Background: an optimization exercise with open tools, aiming at small area. Do not read the settings as production practice.
Function was checked by simulation only, so behaviour that the tests miss may differ from the original.
In run 7 the design's own scripts or RTL, not TritonCTS, make the clock network.
No driver is modelled on the clock port, so clock power and skew are understated where the tree is cut down; a real chip needs a root buffer or a tree.
Power and IR drop assume default switching activity.

<file path="flow/design.v">
module bcd_binario (
    input  logic [7:0] bcd,  
    output logic [3:0] bin
);
    assign bin = bcd[3:0] + ((bcd[7:4] == 4'b0001) ? 4'b1010 : 4'b0000);
endmodule
module debounce (
    input  logic clk,
    input  logic rst,           
    input  logic key,           
    output logic key_stable     
);
    logic       s1, s2;
    logic [5:0] cnt;
    logic       fb, sat;
    assign fb  = cnt[0] ^ ~(cnt[5] | (cnt[2] & cnt[1]));
    assign sat = cnt[5] & cnt[4] & cnt[2];
    always_ff @(posedge clk or negedge rst) begin
        if (!rst) begin
            s1         <= 1'b1;
            s2         <= 1'b1;
            cnt        <= 6'h20;
            key_stable <= 1'b1;
        end else begin
            s1 <= key;
            s2 <= s1;
            cnt <= (s1 ^ s2) ? 6'h20 : {cnt[4:0], fb};
            if (sat) key_stable <= s2;
        end
    end
endmodule
module display_bin_hex (
    input  logic [3:0] switch,
    output logic [6:0] seven  
);
    always_comb begin
        case (switch)
            4'b0000: seven = 7'b0000001;  
            4'b0001: seven = 7'b1001111;  
            4'b0010: seven = 7'b0010010;  
            4'b0011: seven = 7'b0000110;  
            4'b0100: seven = 7'b1001100;  
            4'b0101: seven = 7'b0100100;  
            4'b0110: seven = 7'b0100000;  
            4'b0111: seven = 7'b0001111;  
            4'b1000: seven = 7'b0000000;  
            4'b1001: seven = 7'b0000100;  
            4'b1010: seven = 7'b0001000;  
            4'b1011: seven = 7'b1100000;  
            4'b1100: seven = 7'b0110001;  
            4'b1101: seven = 7'b1000010;  
            default: seven = 7'b1111111;  
        endcase
    end
endmodule
module display_7seg (
    input  logic       clk,
    input  logic       rst,
    input  logic [3:0] digit,     
    output logic [6:0] seven
);
    logic [3:0] d1, d2;
    always_ff @(posedge clk or negedge rst) begin
        if (!rst) begin
            d1 <= 4'd0;
            d2 <= 4'b1111;    
        end else begin
            d1 <= digit;
            d2 <= d1;
        end
    end
    display_bin_hex u_display_bin_hex (.switch(d2), .seven(seven));
endmodule
module teclado (
    input  logic       clk,
    input  logic       rst,
    input  logic [3:0] filas,      
    input  logic [1:0] col_idx,    
    output logic [3:0] boton
);
    logic       rv;
    logic [1:0] ri;
    always_ff @(posedge clk or negedge rst) begin
        if (!rst) begin
            rv    <= 1'b0;
            ri    <= 2'd0;
            boton <= 4'b1111;
        end else begin
            rv    <= (filas == 4'b0111) | (filas == 4'b1011) |
                     (filas == 4'b1101) | (filas == 4'b1110);
            ri[1] <= filas[3] & filas[2];
            ri[0] <= (filas[3] & filas[2]) ? ~filas[0] : filas[3];
            if (!rv) boton <= 4'b1111;
            else case ({col_idx, ri})
                4'b00_00: boton <= 4'b0001;  
                4'b00_01: boton <= 4'b0100;  
                4'b00_10: boton <= 4'b0111;  
                4'b00_11: boton <= 4'b1101;  
                4'b01_00: boton <= 4'b0010;  
                4'b01_01: boton <= 4'b0101;  
                4'b01_10: boton <= 4'b1000;  
                4'b01_11: boton <= 4'b0000;  
                4'b10_00: boton <= 4'b0011;  
                4'b10_01: boton <= 4'b0110;  
                4'b10_10: boton <= 4'b1001;  
                4'b10_11: boton <= 4'b1110;  
                4'b11_00: boton <= 4'b1010;  
                4'b11_01: boton <= 4'b1011;  
                4'b11_10: boton <= 4'b1100;  
                4'b11_11: boton <= 4'b1101;  
            endcase
        end
    end
endmodule
module operacion (
    input  logic [3:0] dividendo,
    input  logic [3:0] divisor,
    output logic [3:0] cociente,
    output logic [3:0] resto
);
    always_comb begin
        logic [3:0] r;
        logic [4:0] d;
        r = 4'd0;
        for (int i = 3; i >= 0; i--) begin
            r = {r[2:0], dividendo[i]};
            d = {1'b0, r} - {1'b0, divisor};
            cociente[i] = ~d[4];
            if (!d[4]) r = d[3:0];
        end
        resto = r;
    end
endmodule
module top (
    input  logic       clk,    
    input  logic       rst,    
    output logic [3:0] anodo,  
    output logic [6:0] seven,  
    output logic [3:0] col,    
    input  logic [3:0] fil     
);
    logic [2:0] m6;
    logic       p2;
    logic [3:0] m9;
    logic [1:0] sel_d;
    logic       nph_d;      
    logic [1:0] cc;
    logic       e6, e12, e54;
    assign e6  = (m6 == 3'd5);
    assign e12 = e6 & p2;
    assign e54 = e6 & (m9 == 4'd8);
    always_ff @(posedge clk or negedge rst) begin
        if (!rst) begin
            m6    <= 3'd7;
            p2    <= 1'b0;
            m9    <= 4'd0;
            sel_d <= 2'd0;
            nph_d <= 1'b1;
            cc    <= 2'd0;
        end else begin
            m6 <= e6 ? 3'd0 : m6 + 3'd1;
            if (e6) begin
                p2 <= ~p2;
                m9 <= (m9 == 4'd8) ? 4'd0 : m9 + 4'd1;
            end
            if (e12) {sel_d, nph_d} <= {sel_d, nph_d} + 3'd1;
            if (e54) cc <= cc + 2'd1;
        end
    end
    always_comb begin
        case (cc)
            2'd0: col = 4'b0111;
            2'd1: col = 4'b1011;
            2'd2: col = 4'b1101;
            2'd3: col = 4'b1110;
        endcase
        anodo = 4'b1111;
        if (!nph_d) anodo[sel_d] = 1'b0;
    end
    logic [1:0] sel;
    assign sel = sel_d + {1'b0, e12 & nph_d};
    logic [3:0] filas;
    logic [3:0] boton;
    debounce f0 (.clk(clk), .rst(rst), .key(fil[0]), .key_stable(filas[0]));
    debounce f1 (.clk(clk), .rst(rst), .key(fil[1]), .key_stable(filas[1]));
    debounce f2 (.clk(clk), .rst(rst), .key(fil[2]), .key_stable(filas[2]));
    debounce f3 (.clk(clk), .rst(rst), .key(fil[3]), .key_stable(filas[3]));
    teclado teclado_inst (
        .clk(clk), .rst(rst), .filas(filas), .col_idx(cc), .boton(boton)
    );
    logic n1, n2, key_down;
    always_ff @(posedge clk or negedge rst) begin
        if (!rst) begin
            n1       <= 1'b1;
            n2       <= 1'b1;
            key_down <= 1'b0;
        end else begin
            key_down <= n2 & n1 & (boton != 4'b1111);
            n2       <= n1;
            n1       <= (boton == 4'b1111);
        end
    end
    localparam logic [1:0] S_A = 2'd0, S_B = 2'd1, S_OP = 2'd2;
    logic [1:0] tgt;
    logic       w;
    logic [9:0] cnt;
    logic       cnt_hi9, cnt_end, cnt_fb;
    assign cnt_hi9 = &cnt[8:0];
    assign cnt_end = cnt_hi9 & cnt[9];
    assign cnt_fb  = ~(cnt[9] ^ cnt[6]) | cnt_hi9;
    logic [3:0] P1, P0;
    logic [3:0] a_bin;     
    logic [3:0] p_bin;
    bcd_binario conv (.bcd({P1, P0}), .bin(p_bin));
    logic is_star, is_hash, go_wait;
    assign is_star = (boton == 4'b1101);
    assign is_hash = (boton == 4'b1110);
    assign go_wait = key_down & ~w & (~tgt[1] | is_star);
    always_ff @(posedge clk or negedge rst) begin
        if (!rst) begin
            tgt <= S_A;
            w   <= 1'b0;
            P1  <= 4'b1111;
            P0  <= 4'b1111;
        end else begin
            if (go_wait) begin
                w <= 1'b1;
                if (is_star) begin
                    tgt <= S_A;
                    P1  <= 4'b1111;
                    P0  <= 4'b1111;
                end else if (is_hash) begin
                    if (~tgt[0]) begin
                        tgt <= S_B;
                        P1  <= 4'b1111;
                        P0  <= 4'b1111;
                    end else begin
                        tgt <= S_OP;
                        P1  <= p_bin;
                    end
                end else begin
                    P1 <= P0;
                    P0 <= boton;
                end
            end else if (w & cnt_end) begin
                w <= 1'b0;
            end
        end
    end
    always_ff @(posedge clk) begin
        if (go_wait)
            cnt <= 10'h2b6;
        else if (w & cnt_end)
            cnt <= 10'h25c;
        else
            cnt <= {cnt[8:0], cnt_fb};
        if (tgt == S_A)    
            a_bin <= p_bin;
    end
    logic [3:0] q, r;
    logic       shown;
    operacion div (.dividendo(a_bin), .divisor(P1), .cociente(q), .resto(r));
    assign shown = ~w & cnt_end;
    logic       op, res;
    logic [3:0] digit;
    assign op  = tgt[1];
    assign res = op & shown;
    always_comb begin
        case (sel)
            2'd0: digit = res ? r : (op ? 4'b1111 : P0);
            2'd1: digit = P1;
            2'd2: digit = res ? q : 4'b1111;
            2'd3: digit = op ? a_bin : {3'b101, tgt[0]};
        endcase
    end
    display_7seg display (.clk(clk), .rst(rst), .digit(digit), .seven(seven));
endmodule
</file>
<file path="flow/flow/run.sh">
#!/bin/bash
# Layout flow: the standard ORFS flow (standard.sh) with three changes:
#  - synthesis maps adders as plain logic (no ha/fa cells) and runs ABC with
#    an area-oriented mapping script (flow/abc.script) instead of ORFS's;
#    everything else in synthesis is synth_recipe.tcl unchanged;
#  - the port buffers are sky130_fd_sc_hd__buf_1;
#  - CTS inserts no dummy loads.
set -uo pipefail
W=$PWD
# synthesis script: synth_recipe.tcl with the abc command's -script replaced
{
  head -n 1 synth_recipe.tcl
  cat <<EOT
proc abc {args} {
  set i [lsearch -exact \$args -script]
  if { \$i >= 0 } { lset args [expr {\$i + 1}] $W/flow/abc.script }
  yosys abc {*}\$args
}
EOT
  tail -n +2 synth_recipe.tcl
} > synth_area.tcl
bash standard.sh SYNTH_SCRIPT=$W/synth_area.tcl ADDER_MAP_FILE= \
  "BUFFER_PORTS_ARGS=-buffer_cell sky130_fd_sc_hd__buf_1" \
  "CTS_ARGS=-sink_clustering_enable -repair_clock_nets -buf_list sky130_fd_sc_hd__clkbuf_8 -dont_use_dummy_load" \
  finish > standard_run.log 2>&1
</file>
<file path="flow/flow/abc.script">
strash
&get -n
&fraig -x
&put
scorr
dc2
dretime
strash
&get -n
&dch -f
&nf -R 1000
&put
</file>
<file path="flow/standard.sh">
#!/bin/bash
# synth_recipe.tcl (not shown) runs the flow's synth.tcl, then flattens the netlist and writes it again
# the make line also repeats each setting of config.mk as NAME=value (left out here)
make -C /OpenROAD-flow-scripts/flow DESIGN_CONFIG=/design/flow/config.mk WORK_HOME=/design/flow/orfs CLKGATE_MAP_FILE= SYNTH_SCRIPT=/design/flow/synth_recipe.tcl "${@:-finish}"
</file>
<file path="flow/config.mk">
export PLATFORM = sky130hd
export DESIGN_NAME = top
export DESIGN_NICKNAME = top
export VERILOG_FILES = /design/flow/design.v
export SDC_FILE = /design/flow/constraint.sdc
export NUM_CORES = 4
export LEC_CHECK = 0
export CAP_MARGIN = 20
export CORE_MARGIN = 2
export CORE_UTILIZATION = 40
export CTS_BUF_LIST = sky130_fd_sc_hd__clkbuf_8
export SLEW_MARGIN = 20
</file>
<file path="flow/constraint.sdc">
create_clock -name core_clock -period 6.0 [get_ports {clk}]
set_input_delay 1.2000 -clock core_clock [delete_from_list [all_inputs] [get_ports {clk}]]
set_output_delay 1.2000 -clock core_clock [all_outputs]
set_load 0.01 [all_outputs]
</file>
==> results of run 1 <==
[sequential cells by signal, summed over array words and instances, names as in the netlist, 3 cells and up]
register	flops
f3.cnt	6
cnt	10
P1	4
teclado_inst.boton	4
m6	3
display.d2	4
f0.cnt	6
f2.cnt	6
P0	4
display.d1	4
a_bin	4
m9	4
f1.cnt	6
[cells in the final DEF, fill, tap and decap left out, types with 4 or more instances in the layout]
cell type	synthesis	routed
xor2_1	4	4
buf_1	0	19
dfstp_2	38	38
edfxtp_1	4	4
nand2_1	30	30
xnor2_1	18	18
a21oi_1	27	27
nor2b_1	6	6
a21o_1	4	4
dfxtp_1	10	10
clkinv_1	14	14
and2_0	18	18
nor2_1	42	42
nand2b_1	9	9
nand4_1	4	4
nand3_1	14	14
o31ai_1	4	4
or2_0	4	4
a31oi_1	6	6
o21ai_0	27	27
clkbuf_8	0	9
mux2_1	7	7
dfrtp_1	40	40
[kinds of logic after synthesis]
family | count (synthesis)
mux | 9
simple gates | 139
buf+inv | 14
fa+ha+maj | 3
xor+xnor | 22
compound gates | 89
flops | 92
[power breakdown]
part	internal, mW	switching (mW)	total, mW
sequential	0.646	0.0109	0.657
clock	0.135	0.188	0.323
combinational	0.0110	0.0205	0.0316
total	0.792	0.219	1.01
[critical path, delay by kind of cell (launching register included)]
family | cells | cell delay, ns
adders and majority gates | 3 | 1.16
AOI/OAI and AO/OA | 6 | 1.50
DFF | 1 | 0.61
buffers and inverters | 1 | 0.15
and+or+nand+nor | 5 | 0.66
[how the worst max path moves through the flow]
stage,startpoint,to,slack [ns],cells past startpoint
after global placement,P1[1],display.d1[0],1.97,15
after detailed placement,P1[1],display.d1[0],1.87,15
after global routing,P1[1],display.d1[0],1.49,15
final,P1[1],display.d1[0],1.80,15
after CTS,P1[1],display.d1[0],1.86,15
after floorplan,P1[1],display.d1[0],2.29,15
[per-layer routing]
layer,global-route usage,routed length [um],vias up
li1,-,-,1352
met1,0.188,3230,1240
met2,0.240,3390,64
met3,0.0346,287,9
met4,0.0567,78,0
met5,0,0,-
[layout make-up]
cell class / instances / area share
flip-flops and latches: 92 / 0.541
multi-input cells: 262 / 0.359
well taps: 133 / 0.0388
clock buffers: 9 / 0.0289
repair buffers: 21 / 0.0201
inverters: 14 / 0.0123
[per-stage QoR]
stage	setup slack, ns	hold WS [ns]	std cells	util
after floorplan	2.29	0.333	368	-
after global placement	1.97	0.337	522	0.432
after detailed placement	1.87	0.337	522	0.432
after CTS	1.86	0.337	531	0.445
after global routing	1.49	0.347	531	0.445
final	1.80	0.342	531	0.445
==> impl_metrics.yaml, run 1 <==
die:
  die_w_um: 103
  coreArea_mm2: 0.00964
  die_y_um: 103
  num_io_pins: 21
  start_util: 0.406
  die_area_mm2: 0.0106
  rows: 36
cells_and_area:
  multiInputGateArea_mm2: 0.00154
  drive_above_1_share: 0.123
  syn_to_final_growth_pct: 9.64
  finalNetCount: 406
  nFillCells: 938
  ff_latch_area_mm2: 0.00232
  diodes: 0
  final_area_mm2: 0.00429
sta:
  setup_tns_ns: 0
  layout_min_cycle_time_ns: 4.20
  setup_viol: 0
  clock_skew_ns: 0.0187
  slew-limit-headroom: 0.375
  hold_viol: 0
  maxSlewViolCount: 0
  period_share: 0.700
  rsz0062_at_grt: "no"
  worst_pin_slew_ns: 0.937
  max_freq_mhz: 238
clocking:
  clock_sinks: 92
  cts_tree: "yes"
  clockBufferDepth: 2
  cts_max_level: 3
  postCtsResizedCells: 0
  root_buffer: "clkbuf_8"
  holdBufCountCts: 0
  insertion_delay_ns: 0.35
  cts_setup_buffers: 0
  cts_buffers: 9
  path_clk_slew_ns: 0.09
detailed_routing:
  routedWlPerCell_um: 13.1
  antenna_left: 0
  first_pass_iters: 6
  drc: 0
  drt-total-wl_mm: 6.98
  num_vias: 2665
  vias_per_cell: 5.02
  drt_iter0_drc: 167
critical_path:
  crit_path_end_kind: "flop"
  start_kind: "flop"
  path_cells: "clkinv_1, o221ai_1, o21ai_0, maj3_1, maj3_1, nor2_1, a22oi_1, maj3_1, nor2_1, a211oi_1, a21oi_1, nand2_1, a221oi_1, or3_1, nand3_1"
  reg2reg_depth: 15
  crit_type: "reg -> reg"
  crit_slowest_cell: "dfstp_2"
  crit_arrival_ns: 4.42
  crit_top_cell: "maj3_1"
  critical_path_peak_fanout: 8
  worstReg2RegEnd: "display.d1[0]"
  reg2reg_from: "P1[1]"
  slowest_delay_ns: 0.61
  r2r_setup_slack_ns: 1.80
  cp.required_ns: 6.22
yosys:
  synth_top_cell_by_area: "dfrtp_1"
  ys_seq_area_frac: 0.593
  synth_cells: 368
  syn_avg_cell_area_um2: 10.6
  ys_seq_elements: 92
  synth_fa_ha_area_frac: 0.00768
  synthSimpleGateAreaFrac: 0.174
  synth_ff_type: "dfrtp_1"
  synth_xor_area_frac: 0.0493
  synth_edf_count: 4
  synth_most_common_cell: "nor2_1"
  syn_area_mm2: 0.00391
  synth.net_count: 374
  muxShareOfSynthArea: 0.0253
  synth_commonest_cells: "42 x nor2_1, 40 x dfrtp_1, 38 x dfstp_2, 30 x nand2_1"
  synthArstFlopShare: 0.848
  synth_top_family_by_area: "simple AND/OR/NAND/NOR gates"
  ys_warn_count: 6
  netlist_top_cells_area: "dfrtp_1 26%, dfstp_2 26%, dfxtp_1 5.1%"
  synth_compound_area_frac: 0.137
  synthDominantCellAreaShare: 0.256
  synth.distinct_cells: 41
worst_hold_path:
  min_from: "display.d1[0]"
  min_to: "display.d2[0]"
  hold_class: "reg -> reg"
  holdPathStages: 0
grt:
  grt_max_degree: 79
  antenna_found_initial: 0
  grt.overflow.total: 0
  grt_usage: 0.146
  grt_pass1_vias: 2541
  grt_first_pass_wirelength_mm: 12.0
placement:
  portBuffers: 20
  hpwlAfterDp_mm: 4.88
  place_area_mm2: 0.00416
  place_congestion: 0.854
power_and_ir_drop:
  p_leak_nw: 1.67
  finalPower_mw: 1.01
  peakVddDrop_mv: 0.194
  p_per_area_mw_per_mm2: 236
run_status:
  outcome: "timing/DRC/antenna clean"
run:
  maxCapViolCount: 0
==> run 2, diff against run 1 <==
--- a/flow/design.v
+++ b/flow/design.v
@@ -82,2 +82,6 @@
     logic [1:0] ri;
+    always_ff @(posedge clk) begin
+        ri[1] <= filas[3] & filas[2];
+        ri[0] <= (filas[3] & filas[2]) ? ~filas[0] : filas[3];
+    end
     always_ff @(posedge clk or negedge rst) begin
@@ -85,3 +89,2 @@
             rv    <= 1'b0;
-            ri    <= 2'd0;
             boton <= 4'b1111;
@@ -90,4 +93,2 @@
                      (filas == 4'b1101) | (filas == 4'b1110);
-            ri[1] <= filas[3] & filas[2];
-            ri[0] <= (filas[3] & filas[2]) ? ~filas[0] : filas[3];
             if (!rv) boton <= 4'b1111;
@@ -143,3 +144,3 @@
     logic       p2;
-    logic [3:0] m9;
+    logic [3:0] m9;         
     logic [1:0] sel_d;
@@ -148,8 +149,8 @@
     logic       e6, e12, e54;
-    assign e6  = (m6 == 3'd5);
+    assign e6  = m6[2] & m6[1] & ~m6[0];
     assign e12 = e6 & p2;
-    assign e54 = e6 & (m9 == 4'd8);
-    always_ff @(posedge clk or negedge rst) begin
-        if (!rst) begin
-            m6    <= 3'd7;
+    assign e54 = e6 & m9[3];
+    always_ff @(posedge clk or negedge rst) begin
+        if (!rst) begin
+            m6    <= 3'b010;
             p2    <= 1'b0;
@@ -160,8 +161,7 @@
         end else begin
-            m6 <= e6 ? 3'd0 : m6 + 3'd1;
+            m6 <= {m6[1:0], ~m6[2] & (m6[0] | ~m6[1])};
             if (e6) begin
-                p2 <= ~p2;
-                m9 <= (m9 == 4'd8) ? 4'd0 : m9 + 4'd1;
+                {sel_d, nph_d, p2} <= {sel_d, nph_d, p2} + 4'd1;
+                m9 <= m9[3] ? 4'd0 : m9 + 4'd1;
             end
-            if (e12) {sel_d, nph_d} <= {sel_d, nph_d} + 3'd1;
             if (e54) cc <= cc + 2'd1;
--- a/flow/flow/run.sh
+++ b/flow/flow/run.sh
@@ -23,3 +23,3 @@
   "BUFFER_PORTS_ARGS=-buffer_cell sky130_fd_sc_hd__buf_1" \
-  "CTS_ARGS=-sink_clustering_enable -repair_clock_nets -buf_list sky130_fd_sc_hd__clkbuf_8 -dont_use_dummy_load" \
+  "CTS_ARGS=-sink_clustering_enable -repair_clock_nets -buf_list {sky130_fd_sc_hd__clkbuf_4 sky130_fd_sc_hd__clkbuf_8} -dont_use_dummy_load" \
   finish > standard_run.log 2>&1
==> flow/flow/abc.script (replaced) <==
strash
&get -n
&deepsyn -T 60
&put
strash
&get -n
&dch -f
&nf -R 1000
&put
==> run 2 against run 1 <==
- still clean on timing, DRC and antenna
- die area is 3.2% lower
- cell count is 6.2% lower
- sequential share of layout area is 1.7 points higher
- setup slack better by 1.3 ns
- fmax is 47% higher
- via count is 3.2% lower
- combinational power is 2% higher
- critical path depth is 10 lower
- clock power is 2% lower
- critical path type is now reg -> out
==> impl_metrics.yaml, run 2 <==
power_and_ir_drop:
  p_comb_frac: 0.032
  clockPowerShare: 0.313
  peakVddDrop_mv: 0.117
  p_sw_frac: 0.212
  internal_power_uw: 791
  seqPwrFrac: 0.654
  p_per_area_mw_per_mm2: 243
  p_leak_nw: 1.70
  p_switching_uw: 212
grt:
  antenna_found_initial: 0
  grt_max_degree: 40
  grt_usage: 0.144
  grt_first_pass_wirelength_mm: 11.7
  grt_pass1_vias: 2567
  grt.overflow.total: 0
detailed_routing:
  drt_iter0_drc: 76
  num_vias: 2579
  drc: 0
  routedWlPerCell_um: 13.0
  first_pass_iters: 6
  vias_per_cell: 5.18
  antenna_left: 0
  drt-total-wl_mm: 6.50
clocking:
  cts_max_level: 3
  insertion_delay_ns: 0.36
  postCtsResizedCells: 0
  cts_setup_buffers: 0
  cts_buffers: 9
  clockBufferDepth: 2
  root_buffer: "clkbuf_8"
  clock_sinks: 92
  cts_tree: "yes"
  path_clk_slew_ns: 0.07
  holdBufCountCts: 0
cells_and_area:
  finalNetCount: 395
  layout_common_cells: "43 x nor2_1, 40 x dfrtp_1, 37 x nand2_1"
  drive_above_1_share: 0.124
  final_area_mm2: 0.00413
  top_register: "cnt"
  final_common_cell: "nor2_1"
  largest_reg_flops: 10
  stdcell_count: 498
  diodes: 0
  syn_to_final_growth_pct: 9.37
critical_path:
  r2r_setup_slack_ns: 3.17
  crit_slowest_cell: "dfstp_2"
  cp-endpoint: "seven[4]"
  critPathLaunch: "display.d2[3]"
  slowest_delay_ns: 0.59
  critical_path_peak_fanout: 6
  crit_path_end_kind: "primary output"
  crit_type: "reg -> out"
  reg2reg_depth: 16
  crit_arrival_ns: 1.66
  cp.required_ns: 4.80
  worstReg2RegEnd: "display.d1[1]"
  start_kind: "flop"
  path_cells: "clkinv_1, o21ai_0, a21oi_1, nor3_1, buf_1"
  reg2reg_from: "P1[1]"
placement:
  place_area_mm2: 0.00401
  hpwlAfterDp_mm: 4.63
  dp_cells: 489
  portBuffers: 20
  place_congestion: 0.839
  dp_slack_ns: 3.19
yosys:
  synth_ff_type: "dfrtp_1"
  syn_area_mm2: 0.00378
  synth_commonest_cells: "43 x nor2_1, 40 x dfrtp_1, 37 x nand2_1, 36 x dfstp_2, 23 x a21oi_1"
  netlist_top_cells_area: "dfrtp_1 26%, dfstp_2 25%, dfxtp_1 6.4%"
  synthArstFlopShare: 0.826
  synth.distinct_cells: 36
  syn_avg_cell_area_um2: 10.6
  synth_edf_count: 4
  ys_seq_elements: 92
  ys_seq_area_frac: 0.611
  synth.net_count: 362
  synth_top_cell_by_area: "dfrtp_1"
  synth_cells: 356
  synthDominantCellAreaShare: 0.265
  ys_warn_count: 6
  synth_most_common_cell: "nor2_1"
sta:
  clock_skew_ns: 0.0322
  rsz0062_at_grt: "no"
  setup_tns_ns: 0
  max_freq_mhz: 350
  fin_ws_ns: 3.14
  slew-limit-headroom: 0.435
  period_share: 0.476
  maxSlewViolCount: 0
  worst_pin_slew_ns: 0.848
  layout_min_cycle_time_ns: 2.86
  hold_viol: 0
  setup_viol: 0
run_status:
  outcome: "timing/DRC/antenna clean"
die:
  start_util: 0.411
  die_y_um: 101
  die_w_um: 101
  die_area_mm2: 0.0102
  coreArea_mm2: 0.00920
  num_io_pins: 21
  rows: 35
worst_hold_path:
  hold_class: "reg -> reg"
run:
  maxCapViolCount: 0
==> run 2: changes by cell type in the layout (fill, tap and decap cells not counted), sizes merged, moves of 5 or more <==
cell / delta
nand2: +7
nand2b: +7
o21a: +5
o21ai: -14
o22ai: +5
==> run 2: power groups by stage <==
stage          combinational [mW]  sequential, mW  clock [mW]
2_1_floorplan              0.0181           0.665           0
3_3_place_gp               0.0322           0.667           0
3_5_place_dp               0.0338           0.668           0
4_1_cts                    0.0337           0.657       0.335
5_1_grt                    0.0395           0.659       0.358
6_report                   0.0323           0.657       0.315
==> run 2: critical path: cells and delay by family, from the launching register on <==
family          cells  cell delay (ns)
flops               1             0.59
compound gates      2             0.35
buf+inv             2             0.24
simple gates        1             0.14
==> run 2: layout make-up <==
cell class | instances | area, um^2
Timing Repair Buffer | 22 | 91.3
Tap cell | 111 | 139
Clock buffer | 9 | 124
Sequential cell | 92 | 2310
Fill cell | 871 | 5060
Multi-Input combinational cell | 253 | 1430
Inverter | 11 | 41.3
==> run 2: stage by stage <==
stage               hold WS (ns)  utilization  power (mW)
floorplan                  0.333            -       0.683
global placement           0.340        0.436       0.699
detailed placement         0.342        0.436       0.702
CTS                        0.361        0.449        1.03
global route               0.369        0.449        1.06
finish                     0.355        0.449        1.00
==> run 2: worst min path at each step <==
stage                    end  slack (ns)          start  depth (start not counted)
2_1_floorplan  display.d2[0]        0.33  display.d1[0]                          0
3_3_place_gp   display.d2[2]        0.34  display.d1[2]                          0
3_5_place_dp   display.d2[3]        0.34  display.d1[3]                          0
4_1_cts        display.d2[3]        0.36  display.d1[3]                          0
5_1_grt                   n2        0.37             n1                          0
6_report       display.d2[3]        0.36  display.d1[3]                          0
==> run 2: kinds of logic (layout without fill, tap and decap cells) <==
group                     after synthesis  after routing  synth area share
buffers and inverters                  11             42            0.0109
xor gates and xnor gates               17             17            0.0394
DFF                                    92             92             0.611
and+or+nand+nor                       160            160             0.207
AOI/OAI and AO/OA                      69             69             0.112
muxes                                   7              7            0.0205
==> run 2: per-layer routing <==
| metal | vias to the layer above | GRT usage | part of all wire |
|---|---|---|---|
| met5 | - | 0 | 0 |
| met4 | 0 | 0.0520 | 0.012 |
| met3 | 6 | 0.0428 | 0.035 |
| met2 | 36 | 0.240 | 0.49 |
| met1 | 1257 | 0.180 | 0.46 |
| li1 | 1280 | - | - |
==> run 3, diff against run 2 <==
--- a/flow/flow/run.sh
+++ b/flow/flow/run.sh
@@ -23,3 +23,3 @@
   "BUFFER_PORTS_ARGS=-buffer_cell sky130_fd_sc_hd__buf_1" \
-  "CTS_ARGS=-sink_clustering_enable -repair_clock_nets -buf_list {sky130_fd_sc_hd__clkbuf_4 sky130_fd_sc_hd__clkbuf_8} -dont_use_dummy_load" \
+  "CTS_ARGS=-sink_clustering_enable -repair_clock_nets -buf_list sky130_fd_sc_hd__clkbuf_8 -dont_use_dummy_load" \
   finish > standard_run.log 2>&1
==> run 3 against run 2 <==
- synthesized cell count is 0.28% higher
- die area decreased by 0.23%
- fmax shrank 10%
- total power up 0.36%
- critical path depth increased by 10
- critical endpoint is now display.d1[0]
==> impl_metrics.yaml, run 3 <==
run_status:
  outcome: "timing/DRC/antenna clean"
grt:
  grt_first_pass_wirelength_mm: 11.5
  grt.overflow.total: 0
  antenna_found_initial: 0
  grt_max_degree: 77
  grt_pass1_vias: 2555
  grt_usage: 0.147
yosys:
  ys_warn_count: 6
  syn_avg_cell_area_um2: 10.6
  synth.net_count: 363
  synth_edf_count: 4
  synth_ff_type: "dfrtp_1"
  synth_top_cell_by_area: "dfrtp_1"
  synth.distinct_cells: 38
  syn_area_mm2: 0.00377
  synthDominantCellAreaShare: 0.266
  synth_most_common_cell: "nor2_1"
  ys_seq_elements: 92
  netlist_top_cells_area: "dfrtp_1 27%, dfstp_2 25%, dfxtp_1 6.4%"
  synth_cells: 357
  ys_seq_area_frac: 0.612
  synthArstFlopShare: 0.826
  synth_commonest_cells: "53 x nor2_1, 40 x dfrtp_1, 36 x dfstp_2, 35 x nand2_1, 25 x a21oi_1"
placement:
  portBuffers: 20
  dp_slack_ns: 2.90
  place_congestion: 0.831
  hpwlAfterDp_mm: 4.68
  dp_cells: 489
clocking:
  clock_sinks: 92
  cts_setup_buffers: 0
  path_clk_slew_ns: 0.07
  cts_tree: "yes"
  root_buffer: "clkbuf_8"
  cts_max_level: 3
  insertion_delay_ns: 0.36
  holdBufCountCts: 0
  postCtsResizedCells: 0
  cts_buffers: 9
  clockBufferDepth: 2
power_and_ir_drop:
  p_comb_frac: 0.031
  p_leak_nw: 1.70
  clockPowerShare: 0.317
  finalPower_mw: 1.01
  p_switching_uw: 217
  peakVddDrop_mv: 0.160
  internal_power_uw: 791
  p_sw_frac: 0.215
  seqPwrFrac: 0.651
  p_per_area_mw_per_mm2: 245
die:
  die_area_mm2: 0.0102
  num_io_pins: 21
  coreArea_mm2: 0.00920
  start_util: 0.410
  die_w_um: 101
  rows: 35
  die_y_um: 101
cells_and_area:
  stdcell_count: 498
  drive_above_1_share: 0.121
  top_register: "cnt"
  largest_reg_flops: 10
  syn_to_final_growth_pct: 9.26
  layout_common_cells: "53 x nor2_1, 40 x dfrtp_1, 36 x dfstp_2"
  diodes: 0
  finalNetCount: 395
  final_common_cell: "nor2_1"
  nFillCells: 872
critical_path:
  crit_type: "reg -> reg"
  worstReg2RegEnd: "display.d1[0]"
  slowest_delay_ns: 0.52
  crit_family: "simple AND/OR/NAND/NOR gates"
  r2r_setup_slack_ns: 2.81
  crit_slowest_cell: "nor3_1"
  reg2reg_depth: 15
  reg2reg_from: "P1[1]"
  cp-endpoint: "display.d1[0]"
  crit_arrival_ns: 3.44
  path_cells: "nor3_1, nor2_1, o21ai_0, nand2_1, nand3_1, nand2_1, nand2_1, xnor2_1, maj3_1, a21oi_1, nor2_1, a21oi_1, nor2_1, or3_1, a31oi_1"
  critical_path_peak_fanout: 8
  crit_buf_inv: 0
  crit_path_end_kind: "flop"
  critPathLaunch: "P1[1]"
  cp.depth: 15
  start_kind: "flop"
  cp.required_ns: 6.25
sta:
  max_freq_mhz: 314
  worst_pin_slew_ns: 0.901
  finalHoldWorstSlack_ns: 0.345
  slew-limit-headroom: 0.399
  hold_viol: 0
  fin_ws_ns: 2.81
  setup_tns_ns: 0
  period_share: 0.531
  maxSlewViolCount: 0
  setup_viol: 0
  layout_min_cycle_time_ns: 3.19
  rsz0062_at_grt: "no"
  clock_skew_ns: 0.0335
detailed_routing:
  routedWlPerCell_um: 13.4
  antenna_left: 0
  first_pass_iters: 4
  vias_per_cell: 5.19
  num_vias: 2583
  drt-total-wl_mm: 6.69
  drc: 0
  drt_iter0_drc: 115
worst_hold_path:
  hold_class: "reg -> reg"
run:
  maxCapViolCount: 0
==> run 3: worst min path at each step <==
stage,start,endpoint,slack (ns),cells after the start
2_1_floorplan,display.d1[0],display.d2[0],0.33,0
3_3_place_gp,display.d1[0],display.d2[0],0.34,0
3_5_place_dp,display.d1[3],display.d2[3],0.34,0
4_1_cts,display.d1[0],display.d2[0],0.35,0
5_1_grt,display.d1[0],display.d2[0],0.35,0
6_report,display.d1[0],display.d2[0],0.35,0
==> run 3: worst register-to-register path, cell delays in order (launching register included) <==
cell and delay (ns):
dfstp_2 0.42, nor3_1 0.52, nor2_1 0.13, o21ai_0 0.23, nand2_1 0.08, nand3_1 0.08, nand2_1 0.06, nand2_1 0.08
xnor2_1 0.09, maj3_1 0.39, a21oi_1 0.13, nor2_1 0.06, a21oi_1 0.17, nor2_1 0.12, or3_1 0.35, a31oi_1 0.16
==> run 3: final cells by class <==
class	count	area, um^2	area share
Clock buffer	9	124	0.0301
Inverter	11	41.3	0.0100
Multi-Input combinational cell	254	1420	0.345
Sequential cell	92	2310	0.560
Tap cell	111	139	0.0337
Timing Repair Buffer	21	86.3	0.0210
==> run 3: per-stage QoR <==
step	util	cell area (um^2)
after floorplan	-	3770
after global placement	0.434	4000
after global routing	0.448	4120
after detailed placement	0.434	4000
final	0.448	4120
after CTS	0.448	4120
==> run 3: power by group through the flow <==
| stage | registers [mW] | clock network [mW] | logic [mW] |
|---|---|---|---|
| after detailed placement | 0.667 | 0 | 0.0330 |
| after global routing | 0.659 | 0.364 | 0.0389 |
| after floorplan | 0.665 | 0 | 0.0181 |
| after CTS | 0.656 | 0.336 | 0.0331 |
| after global placement | 0.667 | 0 | 0.0317 |
| final | 0.656 | 0.319 | 0.0316 |
==> run 3: routing by layer <==
layer  up-vias  GRT usage  wire length, um
li1       1281          -                -
met1      1240      0.170             3030
met2        40      0.240             3180
met3        22     0.0520              223
met4         0     0.0769              251
met5         -          0                0
==> run 3: kinds of logic after synthesis <==
logic type                 Yosys count  synth area share
DFF                                 92             0.612
xor gates and xnor gates            18            0.0418
buffers and inverters               11            0.0110
muxes                                7            0.0206
AOI/OAI and AO/OA                   64             0.104
and+or+nand+nor                    164             0.208
adders and majority gates            1           0.00266
==> run 4, diff against run 3 <==
--- a/flow/flow/run.sh
+++ b/flow/flow/run.sh
@@ -23,3 +23,3 @@
   "BUFFER_PORTS_ARGS=-buffer_cell sky130_fd_sc_hd__buf_1" \
-  "CTS_ARGS=-sink_clustering_enable -repair_clock_nets -buf_list sky130_fd_sc_hd__clkbuf_8 -dont_use_dummy_load" \
+  "CTS_ARGS=-sink_clustering_enable -repair_clock_nets -buf_list sky130_fd_sc_hd__clkbuf_16 -sink_clustering_size 50 -sink_clustering_max_diameter 300 -sink_clustering_levels 1 -dont_use_dummy_load" \
   finish > standard_run.log 2>&1
==> run 4 against run 3 <==
- die area did not move
- global-route usage decreased by 0.088 points
- sequential power about the same
- flip-flop and latch count did not move
- routed wire length is 0.91% higher
- setup slack improved by 0.0070 ns
- first-iteration DRC count fell by 5.2%
- largest cell class unchanged
==> impl_metrics.yaml, run 4 <==
critical_path:
  reg2reg_depth: 15
  reg2reg_from: "P1[1]"
  crit_type: "reg -> reg"
  path_cells: "nor3_1, nor2_1, o21ai_0, nand2_1, nand3_1, nand2_1, nand2_1, xnor2_1, maj3_1, a21oi_1, nor2_1, a21oi_1, nor2_1, or3_1, a31oi_1"
  crit_slowest_cell: "nor3_1"
  worstReg2RegEnd: "display.d1[0]"
  r2r_setup_slack_ns: 2.82
  slowest_delay_ns: 0.53
  crit_arrival_ns: 3.42
  critical_path_peak_fanout: 8
  cp.required_ns: 6.24
  start_kind: "flop"
  crit_path_end_kind: "flop"
  crit_buf_inv: 0
  crit_family: "simple AND/OR/NAND/NOR gates"
die:
  die_y_um: 101
  num_io_pins: 21
  coreArea_mm2: 0.00920
  rows: 35
  start_util: 0.410
  die_area_mm2: 0.0102
  die_w_um: 101
clocking:
  postCtsResizedCells: 0
  cts_buffers: 9
  cts_setup_buffers: 0
  clock_sinks: 92
  holdBufCountCts: 0
  path_clk_slew_ns: 0.05
  cts_tree: "yes"
  cts_max_level: 3
  insertion_delay_ns: 0.34
  clockBufferDepth: 2
  root_buffer: "clkbuf_16"
power_and_ir_drop:
  p_per_area_mw_per_mm2: 274
  p_leak_nw: 1.75
  peakVddDrop_mv: 0.190
placement:
  portBuffers: 20
  hpwlAfterDp_mm: 4.68
  place_congestion: 0.831
  dp_slack_ns: 2.90
run_status:
  outcome: "timing/DRC/antenna clean"
cells_and_area:
  fin_util: 0.459
  drive_above_1_share: 0.121
  finalNetCount: 395
  diodes: 0
  syn_to_final_growth_pct: 11.9
  largest_reg_flops: 10
  top_register: "cnt"
  final_common_cell: "nor2_1"
  nFillCells: 863
  layout_common_cells: "53 x nor2_1, 40 x dfrtp_1, 36 x dfstp_2"
yosys:
  ys_seq_area_frac: 0.612
  synth_top_cell_by_area: "dfrtp_1"
  synth.distinct_cells: 38
  synth_most_common_cell: "nor2_1"
  synth_edf_count: 4
  synth.net_count: 363
  synth_commonest_cells: "53 x nor2_1, 40 x dfrtp_1, 36 x dfstp_2, 35 x nand2_1, 25 x a21oi_1"
  synthDominantCellAreaShare: 0.266
  netlist_top_cells_area: "dfrtp_1 27%, dfstp_2 25%, dfxtp_1 6.4%"
  ys_seq_elements: 92
  synth_cells: 357
  syn_area_mm2: 0.00377
  synth_ff_type: "dfrtp_1"
  ys_warn_count: 6
  synthArstFlopShare: 0.826
  syn_avg_cell_area_um2: 10.6
sta:
  period_share: 0.530
  slew-limit-headroom: 0.387
  rsz0062_at_grt: "no"
  setup_tns_ns: 0
  setup_viol: 0
  clock_skew_ns: 0.0238
  max_freq_mhz: 315
  maxSlewViolCount: 0
  layout_min_cycle_time_ns: 3.18
  worst_pin_slew_ns: 0.919
  fin_ws_ns: 2.82
  hold_viol: 0
grt:
  grt_usage: 0.146
  grt_max_degree: 77
  antenna_found_initial: 0
  grt_first_pass_wirelength_mm: 11.5
  grt.overflow.total: 0
  grt_pass1_vias: 2544
detailed_routing:
  drt-total-wl_mm: 6.75
  routedWlPerCell_um: 13.6
  first_pass_iters: 4
  drc: 0
  antenna_left: 0
  drt_iter0_drc: 109
  vias_per_cell: 5.18
  num_vias: 2580
worst_hold_path:
  min_to: "display.d2[0]"
  hold_class: "reg -> reg"
  holdPathStages: 0
  min_from: "display.d1[0]"
run:
  maxCapViolCount: 0
==> run 4: changes by cell type in the layout (fill, tap and decap cells not counted) <==
cell,delta
clkbuf_16,+9
clkbuf_8,-9
==> run 4: worst max path at each step <==
stage,from,end,slack (ns),cells after the start
3_3_place_gp,P1[1],display.d1[0],2.97,15
2_1_floorplan,P1[1],display.d1[0],3.26,15
6_report,P1[1],display.d1[0],2.82,15
5_1_grt,P1[1],display.d1[0],2.58,15
4_1_cts,P1[1],display.d1[0],2.85,15
3_5_place_dp,P1[1],display.d1[0],2.90,15
==> run 4: power by group <==
part           switching (mW)  internal (mW)
sequential             0.0107          0.646
clock                   0.202          0.264
combinational          0.0210         0.0108
total                   0.234          0.921
==> run 4: through the flow <==
stage	instances	hold slack, ns	total power [mW]	area (um^2)
2_1_floorplan	357	0.333	0.683	3770
3_3_place_gp	489	0.337	0.699	4000
3_5_place_dp	489	0.342	0.700	4000
4_1_cts	498	0.348	1.17	4220
5_1_grt	498	0.351	1.21	4220
6_report	498	0.346	1.15	4220
==> run 4: cells by family after synthesis <==
| family | count (synthesis) | share of synthesized area |
|---|---|---|
| AO/OA/AOI/OAI | 64 | 0.104 |
| XOR/XNOR | 18 | 0.0418 |
| adder cells (fa/ha/maj) | 1 | 0.00266 |
| buffers and inverters | 11 | 0.0110 |
| flip-flops | 92 | 0.612 |
| multiplexers | 7 | 0.0206 |
| AND/OR/NAND/NOR | 164 | 0.208 |
==> run 4: final cells by class <==
class,instances,area [um^2],area share
well taps,111,139,0.0329
clock buffers,9,225,0.0534
inverters,11,41.3,0.00978
repair buffers,21,86.3,0.0205
flip-flops and latches,92,2310,0.547
multi-input cells,254,1420,0.337
==> run 4: layer usage <==
| layer | track usage | vias to the layer above | share of wire | wire length [um] |
|---|---|---|---|---|
| met5 | 0 | - | 0 | 0 |
| met4 | 0.0686 | 0 | 0.028 | 187 |
| met3 | 0.0458 | 15 | 0.034 | 230 |
| met2 | 0.239 | 41 | 0.47 | 3200 |
| met1 | 0.176 | 1240 | 0.46 | 3130 |
| li1 | - | 1284 | - | - |
==> run 5, diff against run 4 <==
--- a/flow/design.v
+++ b/flow/design.v
@@ -83,32 +83,25 @@
     always_ff @(posedge clk) begin
+        rv    <= (filas == 4'b0111) | (filas == 4'b1011) |
+                 (filas == 4'b1101) | (filas == 4'b1110);
         ri[1] <= filas[3] & filas[2];
         ri[0] <= (filas[3] & filas[2]) ? ~filas[0] : filas[3];
-    end
-    always_ff @(posedge clk or negedge rst) begin
-        if (!rst) begin
-            rv    <= 1'b0;
-            boton <= 4'b1111;
-        end else begin
-            rv    <= (filas == 4'b0111) | (filas == 4'b1011) |
-                     (filas == 4'b1101) | (filas == 4'b1110);
-            if (!rv) boton <= 4'b1111;
-            else case ({col_idx, ri})
-                4'b00_00: boton <= 4'b0001;  
-                4'b00_01: boton <= 4'b0100;  
-                4'b00_10: boton <= 4'b0111;  
-                4'b00_11: boton <= 4'b1101;  
-                4'b01_00: boton <= 4'b0010;  
-                4'b01_01: boton <= 4'b0101;  
-                4'b01_10: boton <= 4'b1000;  
-                4'b01_11: boton <= 4'b0000;  
-                4'b10_00: boton <= 4'b0011;  
-                4'b10_01: boton <= 4'b0110;  
-                4'b10_10: boton <= 4'b1001;  
-                4'b10_11: boton <= 4'b1110;  
-                4'b11_00: boton <= 4'b1010;  
-                4'b11_01: boton <= 4'b1011;  
-                4'b11_10: boton <= 4'b1100;  
-                4'b11_11: boton <= 4'b1101;  
-            endcase
-        end
+        if (!rv) boton <= 4'b1111;
+        else case ({col_idx, ri})
+            4'b00_00: boton <= 4'b0001;  
+            4'b00_01: boton <= 4'b0100;  
+            4'b00_10: boton <= 4'b0111;  
+            4'b00_11: boton <= 4'b1101;  
+            4'b01_00: boton <= 4'b0010;  
+            4'b01_01: boton <= 4'b0101;  
+            4'b01_10: boton <= 4'b1000;  
+            4'b01_11: boton <= 4'b0000;  
+            4'b10_00: boton <= 4'b0011;  
+            4'b10_01: boton <= 4'b0110;  
+            4'b10_10: boton <= 4'b1001;  
+            4'b10_11: boton <= 4'b1110;  
+            4'b11_00: boton <= 4'b1010;  
+            4'b11_01: boton <= 4'b1011;  
+            4'b11_10: boton <= 4'b1100;  
+            4'b11_11: boton <= 4'b1101;  
+        endcase
     end
@@ -193,4 +186,3 @@
         if (!rst) begin
-            n1       <= 1'b1;
-            n2       <= 1'b1;
+            n1       <= 1'b0;
             key_down <= 1'b0;
@@ -198,3 +190,2 @@
             key_down <= n2 & n1 & (boton != 4'b1111);
-            n2       <= n1;
             n1       <= (boton == 4'b1111);
@@ -202,2 +193,3 @@
     end
+    always_ff @(posedge clk) n2 <= n1;
     localparam logic [1:0] S_A = 2'd0, S_B = 2'd1, S_OP = 2'd2;
--- a/flow/flow/run.sh
+++ b/flow/flow/run.sh
@@ -23,3 +23,3 @@
   "BUFFER_PORTS_ARGS=-buffer_cell sky130_fd_sc_hd__buf_1" \
-  "CTS_ARGS=-sink_clustering_enable -repair_clock_nets -buf_list sky130_fd_sc_hd__clkbuf_16 -sink_clustering_size 50 -sink_clustering_max_diameter 300 -sink_clustering_levels 1 -dont_use_dummy_load" \
+  "CTS_ARGS=-sink_clustering_enable -repair_clock_nets -buf_list sky130_fd_sc_hd__clkbuf_8 -dont_use_dummy_load" \
   finish > standard_run.log 2>&1
==> flow/flow/abc.script (replaced) <==
strash
&get -n
&deepsyn -T 30
&put
strash
&get -n
&dch -f
&nf -R 1000 -p
&put
==> run 5 against run 4 <==
- still clean on timing, DRC and antenna
- core utilization is 1.3 points lower
- die area is 1.1% lower
- sequential power hardly changed
- worst hold slack better by 0.0042 ns
- via count is 1.1% lower
- flip-flop and latch count stayed put
- first-iteration DRC count is 17% higher
- global-route usage is 0.43 points lower
- sequential share of layout area is 0.97 points higher
- synthesized cell count is 5.0% lower
- routed wire length is 5.5% lower
- critical path depth is 1 lower
- largest power group unchanged
- highest routed layer unchanged
==> impl_metrics.yaml, run 5 <==
run_status:
  outcome: "timing/DRC/antenna clean"
power_and_ir_drop:
  p_leak_nw: 1.67
  finalPower_mw: 1.00
  peakVddDrop_mv: 0.139
  p_per_area_mw_per_mm2: 246
sta:
  rsz0062_at_grt: "no"
  worst_pin_slew_ns: 0.857
  layout_min_cycle_time_ns: 3.53
  max_freq_mhz: 284
  finalHoldWorstSlack_ns: 0.350
  clock_skew_ns: 0.0327
  setup_viol: 0
  period_share: 0.588
  slew-limit-headroom: 0.428
  fin_ws_ns: 2.47
  hold_viol: 0
  setup_tns_ns: 0
  maxSlewViolCount: 0
clocking:
  clock_sinks: 92
  path_clk_slew_ns: 0.09
  cts_setup_buffers: 0
  cts_buffers: 9
  root_buffer: "clkbuf_8"
  cts_tree: "yes"
  postCtsResizedCells: 0
  clockBufferDepth: 2
  cts_max_level: 3
  holdBufCountCts: 0
  insertion_delay_ns: 0.36
yosys:
  synthArstFlopShare: 0.761
  synth.net_count: 345
  synth_ff_type: "dfrtp_1"
  ys_warn_count: 6
  synth_cells: 339
  netlist_top_cells_area: "dfrtp_1 27%, dfstp_2 21%, dfxtp_1 9.7%"
  synthDominantCellAreaShare: 0.269
  synth_commonest_cells: "40 x dfrtp_1, 32 x nand2_1, 30 x dfstp_2, 27 x nor2_1, 25 x a21oi_1"
  synth.distinct_cells: 42
  ys_seq_elements: 92
  synth_most_common_cell: "dfrtp_1"
  synth_edf_count: 4
  ys_seq_area_frac: 0.609
  syn_avg_cell_area_um2: 11.0
  synth_top_cell_by_area: "dfrtp_1"
  syn_area_mm2: 0.00372
cells_and_area:
  layout_common_cells: "40 x dfrtp_1, 32 x nand2_1, 30 x dfstp_2"
  top_register: "cnt"
  ff_latch_area_mm2: 0.00227
  fin_util: 0.446
  multiInputGateArea_mm2: 0.00143
  syn_to_final_growth_pct: 9.51
  stdcell_count: 481
  largest_reg_flops: 10
  final_area_mm2: 0.00408
  finalNetCount: 378
  final_common_cell: "dfrtp_1"
  diodes: 0
  nFillCells: 841
  drive_above_1_share: 0.114
detailed_routing:
  num_vias: 2552
  vias_per_cell: 5.31
  antenna_left: 0
  first_pass_iters: 6
  routedWlPerCell_um: 13.3
  drt_iter0_drc: 128
  drt-total-wl_mm: 6.38
  drc: 0
critical_path:
  start_kind: "flop"
  path_cells: "nor3_1, nor2_1, o21ai_0, a21oi_1, a32oi_1, nor2_1, xnor2_1, a21oi_1, maj3_1, o32ai_1, nand2_1, xor2_1, o221ai_1, o211ai_1"
  cp.required_ns: 6.19
  slowest_delay_ns: 0.43
  crit_buf_inv: 0
  critical_path_peak_fanout: 8
  crit_slowest_cell: "nor3_1"
  crit_family: "compound AO/OA/AOI/OAI gates"
  crit_type: "reg -> reg"
  crit_path_end_kind: "flop"
  crit_arrival_ns: 3.72
die:
  die_y_um: 101
  rows: 35
  coreArea_mm2: 0.00915
  start_util: 0.407
  die_area_mm2: 0.0101
  num_io_pins: 21
  die_w_um: 101
grt:
  grt_max_degree: 71
  antenna_found_initial: 0
  grt_first_pass_wirelength_mm: 11.3
  grt.overflow.total: 0
  grt_usage: 0.142
  grt_pass1_vias: 2439
worst_hold_path:
  hold_class: "reg -> reg"
run:
  maxCapViolCount: 0
placement:
  place_area_mm2: 0.00396
  dp_cells: 472
  portBuffers: 20
  place_congestion: 0.886
  hpwlAfterDp_mm: 4.40
  dp_slack_ns: 2.62
-- run 5: kinds of logic (layout without fill, tap and decap cells) --
kind of cell / Yosys count / count (layout) / share of synthesized area
XOR/XNOR: 20 / 20 / 0.0470
buffers and inverters: 8 / 39 / 0.00806
AND/OR/NAND/NOR: 135 / 135 / 0.184
adder cells (fa/ha/maj): 1 / 1 / 0.00269
multiplexers: 6 / 6 / 0.0181
AO/OA/AOI/OAI: 77 / 77 / 0.130
flip-flops: 92 / 92 / 0.609
-- run 5: worst paths after layout --
check,cells past startpoint,slack (ns),start,end
setup / recovery,14,2.47,P1[2],display.d1[2]
hold / removal,0,0.35,display.d1[3],display.d2[3]
setup reg to reg,14,2.47,P1[2],display.d1[2]
hold reg to reg,0,0.35,display.d1[3],display.d2[3]
max in group asynchronous,2,4.38,rst,cc[0]
min in group asynchronous,2,1.01,rst,f0.cnt[0]
-- run 5: metal layers --
layer / GRT usage / routed length [um] / up-vias
li1: - / - / 1258
met1: 0.194 / 3080 / 1224
met2: 0.210 / 2880 / 61
met3: 0.0409 / 319 / 9
met4: 0.0653 / 109 / 0
met5: 0 / 0 / -
-- run 5: area by class of cell --
| type | instances | share of cell area |
|---|---|---|
| timing repair buffer | 22 | 0.0224 |
| sequential | 92 | 0.556 |
| tap | 111 | 0.0340 |
| clock buffer | 9 | 0.0304 |
| inverter | 8 | 0.00736 |
| multi-input combinational | 239 | 0.349 |
-- run 5: where the power goes --
group,switching (mW),internal [mW],total (mW)
clock network,0.183,0.135,0.317
registers,0.0110,0.645,0.656
logic,0.0184,0.0100,0.0284
-- run 5: worst register-to-register path, cell delays in order, from the launching register on --
cell	delay, ns
dfstp_2	0.42
nor3_1	0.43
nor2_1	0.10
o21ai_0	0.28
a21oi_1	0.14
a32oi_1	0.25
nor2_1	0.09
xnor2_1	0.22
a21oi_1	0.14
maj3_1	0.37
o32ai_1	0.31
nand2_1	0.15
xor2_1	0.17
o221ai_1	0.17
o211ai_1	0.12
==> run 6, diff against run 5 <==
--- a/flow/design.v
+++ b/flow/design.v
@@ -86,21 +86,21 @@
         ri[1] <= filas[3] & filas[2];
-        ri[0] <= (filas[3] & filas[2]) ? ~filas[0] : filas[3];
+        ri[0] <= ~(filas[3] & filas[1]);
         if (!rv) boton <= 4'b1111;
         else case ({col_idx, ri})
-            4'b00_00: boton <= 4'b0001;  
-            4'b00_01: boton <= 4'b0100;  
-            4'b00_10: boton <= 4'b0111;  
-            4'b00_11: boton <= 4'b1101;  
-            4'b01_00: boton <= 4'b0010;  
-            4'b01_01: boton <= 4'b0101;  
-            4'b01_10: boton <= 4'b1000;  
-            4'b01_11: boton <= 4'b0000;  
-            4'b10_00: boton <= 4'b0011;  
-            4'b10_01: boton <= 4'b0110;  
-            4'b10_10: boton <= 4'b1001;  
-            4'b10_11: boton <= 4'b1110;  
-            4'b11_00: boton <= 4'b1010;  
-            4'b11_01: boton <= 4'b1011;  
-            4'b11_10: boton <= 4'b1100;  
-            4'b11_11: boton <= 4'b1101;  
+            4'b00_00: boton <= 4'b0100;  
+            4'b00_01: boton <= 4'b0001;  
+            4'b00_10: boton <= 4'b1101;  
+            4'b00_11: boton <= 4'b0111;  
+            4'b01_00: boton <= 4'b0101;  
+            4'b01_01: boton <= 4'b0010;  
+            4'b01_10: boton <= 4'b0000;  
+            4'b01_11: boton <= 4'b1000;  
+            4'b10_00: boton <= 4'b0110;  
+            4'b10_01: boton <= 4'b0011;  
+            4'b10_10: boton <= 4'b1110;  
+            4'b10_11: boton <= 4'b1001;  
+            4'b11_00: boton <= 4'b1011;  
+            4'b11_01: boton <= 4'b1010;  
+            4'b11_10: boton <= 4'b1101;  
+            4'b11_11: boton <= 4'b1100;  
         endcase
==> run 6 against run 5 <==
- highest routed layer unchanged
- final area shrank 0.34%
- critical path type is now reg -> out
- routed wire length is 3.4% lower
- core utilization rose by 0.063 points
- clock skew decreased by 0.019 ns
- largest cell class unchanged
- critical endpoint is now seven[4]
- fmax increased by 20%
- global-route usage is 0.49 points lower
==> impl_metrics.yaml, run 6 <==
run_status:
  outcome: "timing/DRC/antenna clean"
grt:
  grt_first_pass_wirelength_mm: 11.0
  grt_usage: 0.137
  grt.overflow.total: 0
  antenna_found_initial: 0
  grt_pass1_vias: 2501
  grt_max_degree: 71
cells_and_area:
  diodes: 0
  layout_common_cells: "42 x nor2_1, 40 x dfrtp_1, 33 x nand2_1"
  fin_util: 0.446
  drive_above_1_share: 0.110
  final_common_cell: "nor2_1"
  nFillCells: 859
  ff_latch_area_mm2: 0.00227
  top_register: "cnt"
  largest_reg_flops: 10
  finalNetCount: 389
  stdcell_count: 492
  multiInputGateArea_mm2: 0.00141
  syn_to_final_growth_pct: 9.54
sta:
  setup_tns_ns: 0
  hold_viol: 0
  period_share: 0.491
  layout_min_cycle_time_ns: 2.95
  max_freq_mhz: 339
  rsz0062_at_grt: "no"
  setup_viol: 0
  worst_pin_slew_ns: 0.856
  clock_skew_ns: 0.0137
  maxSlewViolCount: 0
  slew-limit-headroom: 0.429
placement:
  hpwlAfterDp_mm: 4.31
  dp_cells: 483
  portBuffers: 20
  place_congestion: 0.866
die:
  num_io_pins: 21
  rows: 35
  start_util: 0.407
  die_area_mm2: 0.0101
  die_w_um: 100
  die_y_um: 100
  coreArea_mm2: 0.00911
yosys:
  synth_most_common_cell: "nor2_1"
  synth_top_cell_by_area: "dfrtp_1"
  syn_area_mm2: 0.00371
  synth_cells: 350
  synthDominantCellAreaShare: 0.270
  synth.net_count: 356
  synth_ff_type: "dfrtp_1"
  synth_commonest_cells: "42 x nor2_1, 40 x dfrtp_1, 33 x nand2_1, 32 x a21oi_1, 30 x dfstp_2"
  netlist_top_cells_area: "dfrtp_1 27%, dfstp_2 21%, dfxtp_1 9.7%"
  synth_edf_count: 4
  ys_seq_area_frac: 0.612
  ys_warn_count: 6
  synthArstFlopShare: 0.761
  ys_seq_elements: 92
  syn_avg_cell_area_um2: 10.6
  synth.distinct_cells: 41
clocking:
  clock_sinks: 92
  root_buffer: "clkbuf_8"
  holdBufCountCts: 0
  cts_max_level: 3
  cts_tree: "yes"
  postCtsResizedCells: 0
  insertion_delay_ns: 0.34
  cts_buffers: 9
  clockBufferDepth: 2
  path_clk_slew_ns: 0.08
  cts_setup_buffers: 0
critical_path:
  slowest_delay_ns: 0.58
  cp-endpoint: "seven[4]"
  crit_type: "reg -> out"
  reg2reg_depth: 10
  start_kind: "flop"
  crit_slowest_cell: "dfstp_2"
  path_cells: "nand2b_1, o21ai_0, nor2b_1, nor3_1, buf_1"
  worstReg2RegEnd: "display.d1[0]"
  reg2reg_from: "m6[1]"
  cp.required_ns: 4.80
  crit_path_end_kind: "primary output"
  r2r_setup_slack_ns: 3.14
  critPathLaunch: "display.d2[2]"
  critical_path_peak_fanout: 7
  crit_arrival_ns: 1.75
detailed_routing:
  num_vias: 2529
  first_pass_iters: 4
  drc: 0
  drt-total-wl_mm: 6.17
  vias_per_cell: 5.14
  antenna_left: 0
  routedWlPerCell_um: 12.5
  drt_iter0_drc: 153
power_and_ir_drop:
  peakVddDrop_mv: 0.153
  p_leak_nw: 1.68
  p_per_area_mw_per_mm2: 245
worst_hold_path:
  hold_class: "reg -> reg"
run:
  maxCapViolCount: 0
==> run 6: changes by cell type after synthesis, moves of 3 or more <==
| cell | delta |
|---|---|
| a21oi_1 | +7 |
| nor2_1 | +15 |
| nand2b_1 | +4 |
| o31ai_1 | +3 |
| nand3_1 | -6 |
| o21a_1 | -6 |
| xnor2_1 | -4 |
| o21ai_0 | +6 |
| or3_1 | +3 |
| a21o_1 | +3 |
==> run 6: layout make-up <==
type,instances,area share
Sequential cell,92,0.558
Multi-Input combinational cell,250,0.347
Tap cell,111,0.0342
Clock buffer,9,0.0305
Timing Repair Buffer,22,0.0225
Inverter,8,0.00739
==> run 6: logic make-up after synthesis <==
logic type,count (synthesis),synth area share
simple gates,147,0.196
xor+xnor,15,0.0354
compound gates,82,0.131
flops,92,0.612
mux,6,0.0182
buf+inv,8,0.00809
==> run 6: through the flow <==
| step | instance area (um^2) | worst slack, ns | total power [mW] | hold WS (ns) |
|---|---|---|---|---|
| after floorplan | 3710 | 3.59 | 0.679 | 0.333 |
| after global placement | 3940 | 3.14 | 0.694 | 0.334 |
| after detailed placement | 3940 | 3.17 | 0.696 | 0.339 |
| after CTS | 4070 | 3.04 | 1.01 | 0.358 |
| after global routing | 4070 | 2.76 | 1.05 | 0.368 |
| final | 4070 | 3.05 | 0.997 | 0.355 |
==> run 6: critical path, delay by kind of cell (launching register included) <==
family / cells / cell delay (ns)
flip-flops: 1 / 0.58
AND/OR/NAND/NOR: 3 / 0.40
buffers and inverters: 1 / 0.17
AO/OA/AOI/OAI: 1 / 0.26
==> run 6: worst min path at each step <==
stage,start,endpoint,cells after the start,slack [ns]
finish,display.d1[2],display.d2[2],0,0.36
global route,display.d1[0],display.d2[0],0,0.37
CTS,display.d1[2],display.d2[2],0,0.36
detailed placement,display.d1[2],display.d2[2],0,0.34
global placement,display.d1[0],display.d2[0],0,0.33
floorplan,display.d1[0],display.d2[0],0,0.33
==> run 6: routing by layer <==
metal	wire, um	track usage	vias to the layer above
met3	190	0.0306	13
li1	-	-	1274
met2	2950	0.227	38
met4	136	0.0727	0
met1	2890	0.167	1204
met5	0	0	-
==> run 6: report_power, final <==
part           switching [mW]  leakage [nW]  internal, mW
Combinational          0.0183         0.591       0.00978
Sequential             0.0103          1.02         0.645
Clock                   0.180        0.0647         0.135
==> run 7, diff against run 6 <==
--- a/flow/design.v
+++ b/flow/design.v
@@ -21,3 +21,2 @@
             s2         <= 1'b1;
-            cnt        <= 6'h20;
             key_stable <= 1'b1;
@@ -26,3 +25,2 @@
             s2 <= s1;
-            cnt <= (s1 ^ s2) ? 6'h20 : {cnt[4:0], fb};
             if (sat) key_stable <= s2;
@@ -30,2 +28,4 @@
     end
+    always_ff @(posedge clk)
+        cnt <= (s1 ^ s2) ? 6'h20 : {cnt[4:0], fb};
 endmodule
--- a/flow/flow/run.sh
+++ b/flow/flow/run.sh
@@ -6,5 +6,7 @@
 #  - the port buffers are sky130_fd_sc_hd__buf_1;
-#  - CTS inserts no dummy loads.
+#  - the clock tree is four clock buffers driven by the clock port, one per
+#    quadrant of the flip-flops (flow/cts_pre.tcl).
 set -uo pipefail
 W=$PWD
+export MANUAL_CTS_BUF=sky130_fd_sc_hd__clkbuf_16
 # synthesis script: synth_recipe.tcl with the abc command's -script replaced
@@ -23,3 +25,3 @@
   "BUFFER_PORTS_ARGS=-buffer_cell sky130_fd_sc_hd__buf_1" \
-  "CTS_ARGS=-sink_clustering_enable -repair_clock_nets -buf_list sky130_fd_sc_hd__clkbuf_8 -dont_use_dummy_load" \
+  PRE_CTS_TCL=$W/flow/cts_pre.tcl \
   finish > standard_run.log 2>&1
==> flow/flow/cts_pre.tcl (new file) <==
# Clock tree built by hand, run as ORFS's PRE_CTS_TCL hook: the clock port
# drives four identical clock buffers, one per quadrant of the flip-flops
# (split at the median x, then at the median y of each half); each buffer is
# placed at the centre of its flip-flops. The hook replaces the
# clock_tree_synthesis command for the rest of cts.tcl, which then
# legalizes, repairs timing and writes the results as usual.
set ::manual_cts_buf sky130_fd_sc_hd__clkbuf_8
if { [info exists ::env(MANUAL_CTS_BUF)] } { set ::manual_cts_buf $::env(MANUAL_CTS_BUF) }

proc mcts_split {items axis} {
  set sorted [lsort -real -index $axis $items]
  set n [llength $sorted]
  set h [expr {$n / 2}]
  return [list [lrange $sorted 0 [expr {$h - 1}]] [lrange $sorted $h end]]
}

proc clock_tree_synthesis {args} {
  set block [ord::get_db_block]
  set db [ord::get_db]
  set clk_net [$block findNet clk]
  set items {}
  foreach it [$clk_net getITerms] {
    set inst [$it getInst]
    set bb [$inst getBBox]
    set x [expr {([$bb xMin] + [$bb xMax]) / 2.0}]
    set y [expr {([$bb yMin] + [$bb yMax]) / 2.0}]
    lappend items [list $x $y $it]
  }
  puts "manual CTS: [llength $items] sinks, buffer $::manual_cts_buf"
  set groups {}
  foreach half [mcts_split $items 0] {
    foreach q [mcts_split $half 1] { lappend groups $q }
  }
  set master [$db findMaster $::manual_cts_buf]
  set g 0
  foreach grp $groups {
    set sx 0.0; set sy 0.0
    foreach e $grp { set sx [expr {$sx + [lindex $e 0]}]; set sy [expr {$sy + [lindex $e 1]}] }
    set n [llength $grp]
    set cx [expr {int($sx / $n)}]
    set cy [expr {int($sy / $n)}]
    set inst [odb::dbInst_create $block $master clkbuf_man_$g]
    set net [odb::dbNet_create $block clknet_man_$g]
    $net setSigType CLOCK
    foreach e $grp {
      set it [lindex $e 2]
      $it disconnect
      $it connect $net
    }
    [$inst findITerm A] connect $clk_net
    [$inst findITerm X] connect $net
    $inst setLocation $cx $cy
    $inst setPlacementStatus PLACED
    puts "manual CTS: buffer $g drives $n sinks at ($cx, $cy)"
    incr g
  }
  set_propagated_clock [all_clocks]
}
==> run 7 against run 6 <==
- still clean
- total power fell by 4.9%
- routed wire length decreased by 1.2%
- global-route usage is 1.4 points lower
- synthesized cell count grew 1.7%
- critical path depth grew 12
- cell count is 0.41% lower
- setup slack worse by 0.31 ns
- largest power group unchanged
- highest routed layer unchanged
==> impl_metrics.yaml, run 7 <==
placement:
  hpwlAfterDp_mm: 4.35
  portBuffers: 20
  dp_cells: 486
power_and_ir_drop:
  p_per_area_mw_per_mm2: 242
  p_leak_nw: 1.57
  peakVddDrop_mv: 0.208
  internal_power_uw: 773
  p_sw_frac: 0.185
  p_comb_frac: 0.029
yosys:
  netlist_top_cells_area: "dfxtp_1 23%, dfstp_2 19%, dfrtp_1 14%"
  synth_top_family_by_area: "simple AND/OR/NAND/NOR gates"
  synth_top_cell_by_area: "dfxtp_1"
  synthDominantCellAreaShare: 0.234
  muxShareOfSynthArea: 0.0188
  syn_avg_cell_area_um2: 10.1
  synth_cells: 356
  synth.distinct_cells: 40
  synthSimpleGateAreaFrac: 0.226
  ys_warn_count: 6
  synth_fa_ha_area_frac: 0.00278
  synth.net_count: 362
  syn_area_mm2: 0.00359
  synth_edf_count: 4
  synth_xor_area_frac: 0.0414
sta:
  max_freq_mhz: 307
  hold_viol: 0
  period_share: 0.543
  clock_skew_ns: 0.00699
  layout_min_cycle_time_ns: 3.26
  rsz0062_at_grt: "no"
  setup_tns_ns: 0
  setup_viol: 0
worst_hold_path:
  hold_class: "reg -> reg"
die:
  die_w_um: 98.8
  rows: 34
  coreArea_mm2: 0.00872
  start_util: 0.412
  num_io_pins: 21
  die_area_mm2: 0.00976
  die_y_um: 98.8
grt:
  antenna_found_initial: 0
  grt.overflow.total: 0
  grt_max_degree: 47
  grt_usage: 0.123
  grt_first_pass_wirelength_mm: 10.6
  grt_pass1_vias: 2370
detailed_routing:
  vias_per_cell: 5.09
  drc: 0
  antenna_left: 0
  drt_iter0_drc: 109
  num_vias: 2495
  first_pass_iters: 4
  drt-total-wl_mm: 6.09
clocking:
  postCtsResizedCells: 0
  cts_setup_buffers: 0
  insertion_delay_ns: 0.16
cells_and_area:
  diodes: 0
  fin_util: 0.450
  final_area_mm2: 0.00392
  finalNetCount: 390
  layout_common_cells: "48 x nand2_1, 45 x nor2_1, 42 x dfxtp_1"
  syn_to_final_growth_pct: 9.08
  stdcell_count: 490
  nFillCells: 822
  top_register: "cnt"
run_status:
  outcome: "timing/DRC/antenna clean"
run:
  maxCapViolCount: 0
critical_path:
  start_kind: "flop"
  crit_arrival_ns: 3.35
  critical_path_peak_fanout: 8
  crit_path_end_kind: "flop"
run 7: per-layer routing:
layer | global-route usage | wire length (um) | vias up
li1 | - | - | 1261
met1 | 0.182 | 2990 | 1184
met2 | 0.205 | 2810 | 48
met3 | 0.0142 | 253 | 2
met4 | 0.00948 | 46 | 0
met5 | 0 | 0 | -
run 7: path summary, 6_finish.rpt:
path	startpoint	endpoint	slack (ns)	depth (start not counted)
max	P1[0]	display.d1[0]	2.74	17
min	display.d1[2]	display.d2[2]	0.36	0
max reg2reg	P1[0]	display.d1[0]	2.74	17
min reg2reg	display.d1[2]	display.d2[2]	0.36	0
max in group asynchronous	rst	P0[2]	4.48	2
min in group asynchronous	rst	n1	1.12	2
run 7: worst max-delay path, stage by stage, from the launching register on:
cell and delay, ns:
dfstp_2 0.61, clkinv_1 0.17, nor3_1 0.25, nand2b_1 0.16, nand2_1 0.06, a21oi_1 0.24
nor2_1 0.08, xnor2_1 0.16, nor2_1 0.10, nor2_1 0.07, maj3_1 0.36, a21oi_1 0.15
a31oi_1 0.08, a21oi_1 0.19, xnor2_1 0.13, nor3_1 0.06, a31oi_1 0.18, o31a_1 0.16
run 7: cell type report:
type,count,area [um^2],share of cell area
buffer,4,100,0.0255
inverter,7,26.3,0.00670
multi-input combinational,257,1420,0.363
sequential,92,2140,0.547
tap,108,135,0.0345
timing repair buffer,22,91.3,0.0233
run 7: logic make-up (layout without fill, tap and decap cells):
kind of cell / Yosys count / in the layout
and+or+nand+nor: 168 / 168
DFF: 92 / 92
AOI/OAI and AO/OA: 65 / 65
xor gates and xnor gates: 17 / 17
buffers and inverters: 7 / 33
muxes: 6 / 6
adders and majority gates: 1 / 1
run 7: power by group through the flow:
stage / logic [mW] / registers (mW) / clock network (mW)
after floorplan: 0.0177 / 0.661 / 0
after global placement: 0.0278 / 0.663 / 0
after detailed placement: 0.0290 / 0.663 / 0
after CTS: 0.0290 / 0.651 / 0.283
after global routing: 0.0336 / 0.654 / 0.304
final: 0.0277 / 0.651 / 0.270
run 7: per-stage QoR:
| step | setup slack (ns) | hold slack [ns] |
|---|---|---|
| global route | 2.47 | 0.373 |
| floorplan | 3.15 | 0.333 |
| finish | 2.74 | 0.358 |
| detailed placement | 2.83 | 0.340 |
| CTS | 2.78 | 0.363 |
| global placement | 2.87 | 0.337 |

Setup slack of run 7, layout unchanged: 2.744 ns with ideal ports, 2.744 ns with driving cells assumed (clock clkbuf_16, inputs buf_2), 2.744 ns with port delays also shifted by the 0.226 ns mid clock arrival.
